Source: an optimization exercise on an open RTL-to-GDS flow (aim: small area and a short achievable clock period). Production flows keep margins and buffers that such runs may drop.
The flow treats the clock pin as an ideal source. Dropping or thinning the clock tree relies on that and would not hold on a real chip.
Power is estimated from default activity; no workload was simulated.

== JK ==
## fifo_regs_no_flags
module fifo_regs_no_flags #(
    parameter g_WIDTH = 8,   
    parameter g_DEPTH = 32   
)(
    input wire i_rst_sync,                 
    input wire i_clk,                      
    input wire i_wr_en,                    
    input wire [g_WIDTH-1:0] i_wr_data,    
    output wire o_full,                    
    input wire i_rd_en,                    
    output wire [g_WIDTH-1:0] o_rd_data,   
    output wire o_empty                    
);
Size: roughly 600 cells after synthesis, about 270 flip-flops, roughly 22 I/O pins.
make LEC_CHECK=0 ABC_CLOCK_PERIOD_IN_PS=1800 CAP_MARGIN=20 CORE_MARGIN=2 CORE_UTILIZATION=40 SETUP_SLACK_MARGIN=1.8 SLEW_MARGIN=20 finish   # period 3.6 ns
run.sh (not shown) runs the stock make flow with config.mk's settings and CLKGATE_MAP_FILE= SYNTH_SCRIPT=/design/flow/synth_recipe.tcl, a recipe that flattens the netlist after the stock synthesis.
[inputs] MS vs JK
- a change of ABC_CLOCK_PERIOD_IN_PS from 1800 to 1500
- a change of SETUP_SLACK_MARGIN from 1.8 to 2.1
--- outcome ---
Between MS and JK, it is MS whose number of vias per cell is higher, by about 0.9%. Per the comparison of MS with JK, non-clock buffer count increased about 21%; first-pass GRT wire length increased about 7%; fmax decreased about 0.54%.
Input changes introduced in AL (baseline for comparison: MS):
- CTS_BUF_LIST: unset -> sky130_fd_sc_hd__clkbuf_8 sky130_fd_sc_hd__clkbuf_16
- ABC_CLOCK_PERIOD_IN_PS: 1500 -> 1800
- CTS_CLUSTER_DIAMETER: unset -> 100
- SETUP_SLACK_MARGIN: 2.1 -> 1.8
- CTS_CLUSTER_SIZE: unset -> 24
### Flow results
- Largest stage delay on the critical path: AL vs MS up 0.11 ns
- Setup slack: AL less than MS
- The lower worst-margin pin slew came out of MS.
- | die area | MS vs AL | ≈ equal |
- Between MS and AL, the flow reports non-clock buffer count decreasing by more than 10%.
- Number of standard cells in the layout, taps in and fillers out was higher in MS than in AL.
No run of this note included a check of the RTL's function; only the layout flow was run.


run 1:
fifo_regs_no_flags, a different RTL version from the one above (not shown whole).
For scale: about 620 cells after synthesis.
Settings: LEC_CHECK=0, ABC_CLOCK_PERIOD_IN_PS=1800, CAP_MARGIN=20, CORE_MARGIN=2, CORE_UTILIZATION=40, CTS_BUF_LIST=sky130_fd_sc_hd__clkbuf_8, CTS_CLUSTER_DIAMETER=60, CTS_CLUSTER_SIZE=16, SETUP_SLACK_MARGIN=1.8, SLEW_MARGIN=20; clock period 3.6 ns.
Run 1 did not stop at any stage, and its layout met the timing, design-rule and antenna checks.
Relative to run 1, the following input files were edited for run 2:
--- a/flow/config.mk
+++ b/flow/config.mk
@@ -11,5 +11,2 @@
 export CORE_UTILIZATION = 40
-export CTS_BUF_LIST = sky130_fd_sc_hd__clkbuf_8
-export CTS_CLUSTER_DIAMETER = 60
-export CTS_CLUSTER_SIZE = 16
 export SETUP_SLACK_MARGIN = 1.8
### Flow results
- For run 1 and run 2, there was not a single run that failed to finish clean.
- Compared with run 1, in run 2 average vias per placed instance shows a reduction of 0.77%, sequential power shows no meaningful change.
- | via count of the first global-routing pass | run 2 vs run 1 | 29 lower |
- The fill cell total of the finished layout of run 2 is lower than that of run 1.
- The headroom to the max-slew limit of run 2 exceeds that of run 1 by 10 points.
- Run 1 was smaller in final cell area than run 2.
- Diff run 1 -> run 2: boundary pin count barely changed; post-cts repair resize count decreased by 1.3% relative to the old numbers; clock buffer count in the final layout rose by about 90%; total chip power rose 20%; register-to-register slack barely changed.
## Diff of input files: run 3 against run 2
--- a/flow/config.mk
+++ b/flow/config.mk
@@ -11,2 +11,5 @@
 export CORE_UTILIZATION = 40
+export CTS_BUF_LIST = sky130_fd_sc_hd__clkbuf_8 sky130_fd_sc_hd__clkbuf_16
+export CTS_CLUSTER_DIAMETER = 100
+export CTS_CLUSTER_SIZE = 24
 export SETUP_SLACK_MARGIN = 1.8
--- outcome ---
- When run 3 is measured against run 2, its global-route usage turns out 0.28 points lower.
- Sort run 2 and run 3 by number of violations reported at the end of detailed-routing iteration 0, ascending, and run 2 comes first.
- Comparing run 2 and run 3, the lower via-per-instance ratio was measured on run 2.
- Compared with run 2, run 3 shows a higher combinational group share of total power.
- Diff run 2 -> run 3: worst setup slack shrank by 0.025 ns; routed wire length dropped 100 µm; number of clock buffers in the layout fell 27; share of total power in sequential cells now sits higher.
No run of this note included a check of the RTL's function; only the layout flow was run.


The RTL this note starts from:
==> flow/design.v <==
module fifo_regs_no_flags #(
    parameter g_WIDTH = 8,   
    parameter g_DEPTH = 32   
)(
    input wire i_rst_sync,                 
    input wire i_clk,                      
    input wire i_wr_en,                    
    input wire [g_WIDTH-1:0] i_wr_data,    
    output wire o_full,                    
    input wire i_rd_en,                    
    output wire [g_WIDTH-1:0] o_rd_data,   
    output wire o_empty                    
);
    localparam NLO = 8;
    localparam NHI = g_DEPTH / NLO;
    reg [g_WIDTH-1:0] r_SR [0:g_DEPTH-2];
    reg [g_WIDTH-1:0] r_HEAD;
    reg [NLO-1:0] r_LO;
    reg [NHI-1:0] r_HI;
    reg r_EMPTY;     
    reg r_FULL;      
    reg r_LE1;       
    wire w_WR = i_wr_en && !r_FULL;
    wire w_RD = i_rd_en && !r_EMPTY;
    wire w_N1  = r_LO[NLO-1] && r_HI[NHI-1];    
    wire w_N2  = r_LO[0]     && r_HI[0];        
    wire w_NF1 = r_LO[NLO-3] && r_HI[NHI-1];    
    reg [g_WIDTH-1:0] w_NEXT;
    reg [g_WIDTH-1:0] w_GRP;
    integer g, l;
    always @(*) begin
        w_NEXT = {g_WIDTH{1'b0}};
        for (g = 0; g < NHI; g = g + 1) begin
            w_GRP = {g_WIDTH{1'b0}};
            for (l = 0; l < NLO; l = l + 1)
                if (NLO*g + l < g_DEPTH-1)
                    w_GRP = w_GRP | ({g_WIDTH{r_LO[l]}} & r_SR[NLO*g + l]);
            w_NEXT = w_NEXT | ({g_WIDTH{r_HI[g]}} & w_GRP);
        end
    end
    integer i;
    always @(posedge i_clk) begin
        if (w_WR) begin
            r_SR[0] <= i_wr_data;
            for (i = 1; i < g_DEPTH-1; i = i + 1)
                r_SR[i] <= r_SR[i-1];
        end
        if (r_EMPTY || i_rd_en)
            r_HEAD <= r_LE1 ? i_wr_data : w_NEXT;
    end
    wire [NLO-1:0] w_LO_L = {r_LO[NLO-2:0], r_LO[NLO-1]};    
    wire [NLO-1:0] w_LO_R = {r_LO[0], r_LO[NLO-1:1]};        
    wire [NHI-1:0] w_HI_L = r_LO[NLO-1] ? {r_HI[NHI-2:0], r_HI[NHI-1]} : r_HI;
    wire [NHI-1:0] w_HI_R = r_LO[0]     ? {r_HI[0], r_HI[NHI-1:1]}     : r_HI;
    wire w_M10 = w_WR && !w_RD;     
    wire w_M01 = !w_WR && w_RD;     
    wire w_M11 = w_WR && w_RD;      
    wire w_M00 = !w_WR && !w_RD;    
    always @(posedge i_clk) begin
        if (i_rst_sync) begin
            r_LO    <= {2'b01, {(NLO-2){1'b0}}};
            r_HI    <= {1'b1, {(NHI-1){1'b0}}};
            r_EMPTY <= 1'b1;
            r_FULL  <= 1'b0;
            r_LE1   <= 1'b1;
        end else begin
            r_LO    <= ({NLO{w_M10}} & w_LO_L) | ({NLO{w_M01}} & w_LO_R) |
                       ({NLO{w_M11}} & r_LO)   | ({NLO{w_M00}} & r_LO);
            r_HI    <= ({NHI{w_M10}} & w_HI_L) | ({NHI{w_M01}} & w_HI_R) |
                       ({NHI{w_M11}} & r_HI)   | ({NHI{w_M00}} & r_HI);
            r_EMPTY <= (w_M01 && w_N1) ||
                       (w_M11 && r_EMPTY) || (w_M00 && r_EMPTY);
            r_FULL  <= (w_M10 && w_NF1) ||
                       (w_M11 && r_FULL) || (w_M00 && r_FULL);
            r_LE1   <= (w_M10 && r_EMPTY) || (w_M01 && (w_N1 || w_N2)) ||
                       (w_M11 && r_LE1) || (w_M00 && r_LE1);
        end
    end
    assign o_rd_data = r_HEAD;
    assign o_full    = r_FULL;
    assign o_empty   = r_EMPTY;
endmodule
export LEC_CHECK = 0
export ABC_CLOCK_PERIOD_IN_PS = 1800
export CAP_MARGIN = 20
export CORE_MARGIN = 2
export CORE_UTILIZATION = 40
export CTS_BUF_LIST = sky130_fd_sc_hd__clkbuf_8 sky130_fd_sc_hd__clkbuf_16
export CTS_CLUSTER_DIAMETER = 100
export CTS_CLUSTER_SIZE = 24
export SETUP_SLACK_MARGIN = 2.0
export SLEW_MARGIN = 20
create_clock -name core_clock -period 3.6 [get_ports {i_clk}]
standard.sh (not shown) runs the stock make flow with config.mk's settings and CLKGATE_MAP_FILE= SYNTH_SCRIPT=/design/flow/synth_recipe.tcl, a recipe that flattens the netlist after the stock synthesis.
==> flow/flow/run.sh <==
#!/bin/bash
# The standard layout (standard.sh) with two changes:
#  - buffer_ports puts buf_4 cells on the ports, not the slow clock-delay
#    buffer it picks by default;
#  - after clock tree synthesis, clock_roots.tcl replaces the buffers above
#    the leaf clock buffers by four buffers driven by the clock port.
# Every tool's full output is in orfs/logs/; the whole run is also in run.log.
set -euo pipefail
export BUFFER_PORTS_ARGS="-buffer_cell sky130_fd_sc_hd__buf_4"
export CTS_ARGS="-sink_clustering_enable -repair_clock_nets -sink_clustering_size 24 -sink_clustering_max_diameter 100 -buf_list {sky130_fd_sc_hd__clkbuf_8 sky130_fd_sc_hd__clkbuf_16} -dont_use_dummy_load"
export POST_CTS_TCL="$PWD/flow/clock_roots.tcl"
bash standard.sh finish > run.log 2>&1
==> flow/flow/clock_roots.tcl <==
# Run after clock tree synthesis (POST_CTS_TCL).
# TritonCTS leaves a tree: clock port -> root buffer -> middle buffers ->
# leaf buffers -> registers. This keeps the leaf buffers and their registers
# as they are and replaces the buffers above them with NROOT clkbuf_16
# buffers driven by the clock port, each driving the leaf buffers of one
# sector of the die around the leaves' centre. Every register's clock then
# passes through two buffers.
set nroot 4
set block [ord::get_db_block]
set port_net [[$block findBTerm i_clk] getNet]
proc is_clkbuf {inst} { string match "sky130_fd_sc_hd__clkbuf_*" [[$inst getMaster] getName] }
proc loads_of {net} {
  set r {}
  foreach it [$net getITerms] { if {![$it isOutputSignal]} { lappend r $it } }
  return $r
}
# walk the buffer tree from the port
set upper {}
set leaves {}
set frontier [list $port_net]
while {[llength $frontier]} {
  set next {}
  foreach net $frontier {
    foreach it [loads_of $net] {
      set inst [$it getInst]
      if {![is_clkbuf $inst]} { continue }
      set out [[$inst findITerm X] getNet]
      set bufs_only 1
      foreach l [loads_of $out] { if {![is_clkbuf [$l getInst]]} { set bufs_only 0 } }
      if {$bufs_only} { lappend upper $inst; lappend next $out } else { lappend leaves $inst }
    }
  }
  set frontier $next
}
puts "clock_roots: [llength $upper] upper buffers, [llength $leaves] leaf buffers"
if {[llength $leaves] < $nroot} { return }
# remove the upper buffers and their nets
foreach inst $upper {
  set out [[$inst findITerm X] getNet]
  foreach it [$inst getITerms] { $it disconnect }
  odb::dbInst_destroy $inst
  if {[llength [$out getITerms]] == 0} { odb::dbNet_destroy $out }
}
# sectors around the leaves' centre
set sx 0.0; set sy 0.0
foreach inst $leaves { lassign [$inst getLocation] x y; set sx [expr {$sx + $x}]; set sy [expr {$sy + $y}] }
set n [llength $leaves]
set cx [expr {$sx / $n}]; set cy [expr {$sy / $n}]
set keyed {}
foreach inst $leaves {
  lassign [$inst getLocation] x y
  lappend keyed [list [expr {atan2($y - $cy, $x - $cx)}] $inst]
}
set keyed [lsort -real -index 0 $keyed]
set master [[ord::get_db] findMaster sky130_fd_sc_hd__clkbuf_16]
for {set g 0} {$g < $nroot} {incr g} {
  set lo [expr {($g * $n) / $nroot}]
  set hi [expr {(($g + 1) * $n) / $nroot}]
  set group [lrange $keyed $lo [expr {$hi - 1}]]
  set gx 0.0; set gy 0.0
  foreach e $group { lassign [[lindex $e 1] getLocation] x y; set gx [expr {$gx + $x}]; set gy [expr {$gy + $y}] }
  set k [llength $group]
  set inst [odb::dbInst_create $block $master "clkbuf_root_${g}_i_clk"]
  set net [odb::dbNet_create $block "clknet_root_${g}_i_clk"]
  $net setSigType CLOCK
  $inst setLocation [expr {int($gx / $k)}] [expr {int($gy / $k)}]
  $inst setPlacementStatus PLACED
  [$inst findITerm A] connect $port_net
  [$inst findITerm X] connect $net
  foreach e $group { [[lindex $e 1] findITerm A] disconnect; [[lindex $e 1] findITerm A] connect $net }
}
global_connect
detailed_placement
check_placement -verbose
estimate_parasitics -placement
report_clock_latency
The baseline passed the timing, design-rule and antenna checks.
==> next run, changes <==
==> flow/flow/run.sh (replaced) <==
#!/bin/bash
# The standard layout (standard.sh) with two changes:
#  - buffer_ports puts buf_2 cells on the ports, not the slow clock-delay
#    buffer it picks by default;
#  - after clock tree synthesis, clock_roots.tcl replaces the buffers above
#    the leaf clock buffers by four buffers driven by the clock port.
# Every tool's full output is in orfs/logs/; the whole run is also in run.log.
set -euo pipefail
export BUFFER_PORTS_ARGS="-buffer_cell sky130_fd_sc_hd__buf_2"
export CTS_ARGS="-sink_clustering_enable -repair_clock_nets -sink_clustering_size 24 -sink_clustering_max_diameter 100 -buf_list {sky130_fd_sc_hd__clkbuf_8 sky130_fd_sc_hd__clkbuf_16} -dont_use_dummy_load"
export POST_CTS_TCL="$PWD/flow/clock_roots.tcl"
bash standard.sh finish > run.log 2>&1
--- a/flow/flow/clock_roots.tcl
+++ b/flow/flow/clock_roots.tcl
@@ -2,9 +2,10 @@
 # TritonCTS leaves a tree: clock port -> root buffer -> middle buffers ->
 # leaf buffers -> registers. This keeps the leaf buffers and their registers
-# as they are and replaces the buffers above them with NROOT clkbuf_16
+# as they are and replaces the buffers above them with NROOT clkbuf_8
 # buffers driven by the clock port, each driving the leaf buffers of one
 # sector of the die around the leaves' centre. Every register's clock then
 # passes through two buffers.
 set nroot 4
+set bufcell sky130_fd_sc_hd__clkbuf_8
 set block [ord::get_db_block]
 set port_net [[$block findBTerm i_clk] getNet]
@@ -53,5 +54,5 @@
 }
 set keyed [lsort -real -index 0 $keyed]
-set master [[ord::get_db] findMaster sky130_fd_sc_hd__clkbuf_16]
+set master [[ord::get_db] findMaster $bufcell]
 for {set g 0} {$g < $nroot} {incr g} {
   set lo [expr {($g * $n) / $nroot}]
Cell area hardly moves.
Register-to-register slack stays flat.
Clock power falls by a few percent.
Global-route usage stays flat.
First-iteration DRC count rises by roughly a tenth.
Sequential share of layout area barely changes.
No functional check of the RTL was part of any run of this note.

[what the ideal ports hide]
The results above use ideal ports. As a check the final layouts listed here were re-extracted and re-timed, cells and wires unchanged.
Step 1 assumes that a clkbuf_16 drives the clock port and a buf_2 every other input.
Step 2, shift: input delay + t, output delay - t, t = (earliest + latest rising clock arrival at the registers) / 2. This alone moves slack from input paths to output paths.
a / b / c = ideal ports / drivers / drivers and shift; a / b = the first two.
| run | shift t [ns] | setup slack, ns | worst setup path after step 2 | worst data-port slew with drivers (ns) |
|---|---|---|---|---|
| JK | 0.568 | 1.752 / 1.744 / 1.248 | input to register | 0.03 |
| MS | 0.580 | 1.742 / 1.708 / 1.432 | input to register | 0.05 |
| AL | 0.530 | 1.724 / 1.724 / 1.222 | input to register | 0.03 |
| run 1 | 0.568 | 1.726 / 1.686 / 1.413 | input to register | 0.06 |
| run 2 | 0.565 | 1.748 / 1.703 / 1.385 | input to register | 0.06 |
| run 3 | 0.540 | 1.723 / 1.711 / 1.307 | input to register | 0.06 |
| the first run of note 3 | 0.382 | 1.941 / 1.873 / 1.720 | input to register | 0.04 |
| the second run of note 3 | 0.384 | 1.952 / 1.894 / 1.714 | input to register | 0.05 |
After both steps every run listed still meets setup and hold. The setup slack of JK, which loses most, moves by -0.008 ns with the drivers and by -0.504 ns with both steps.
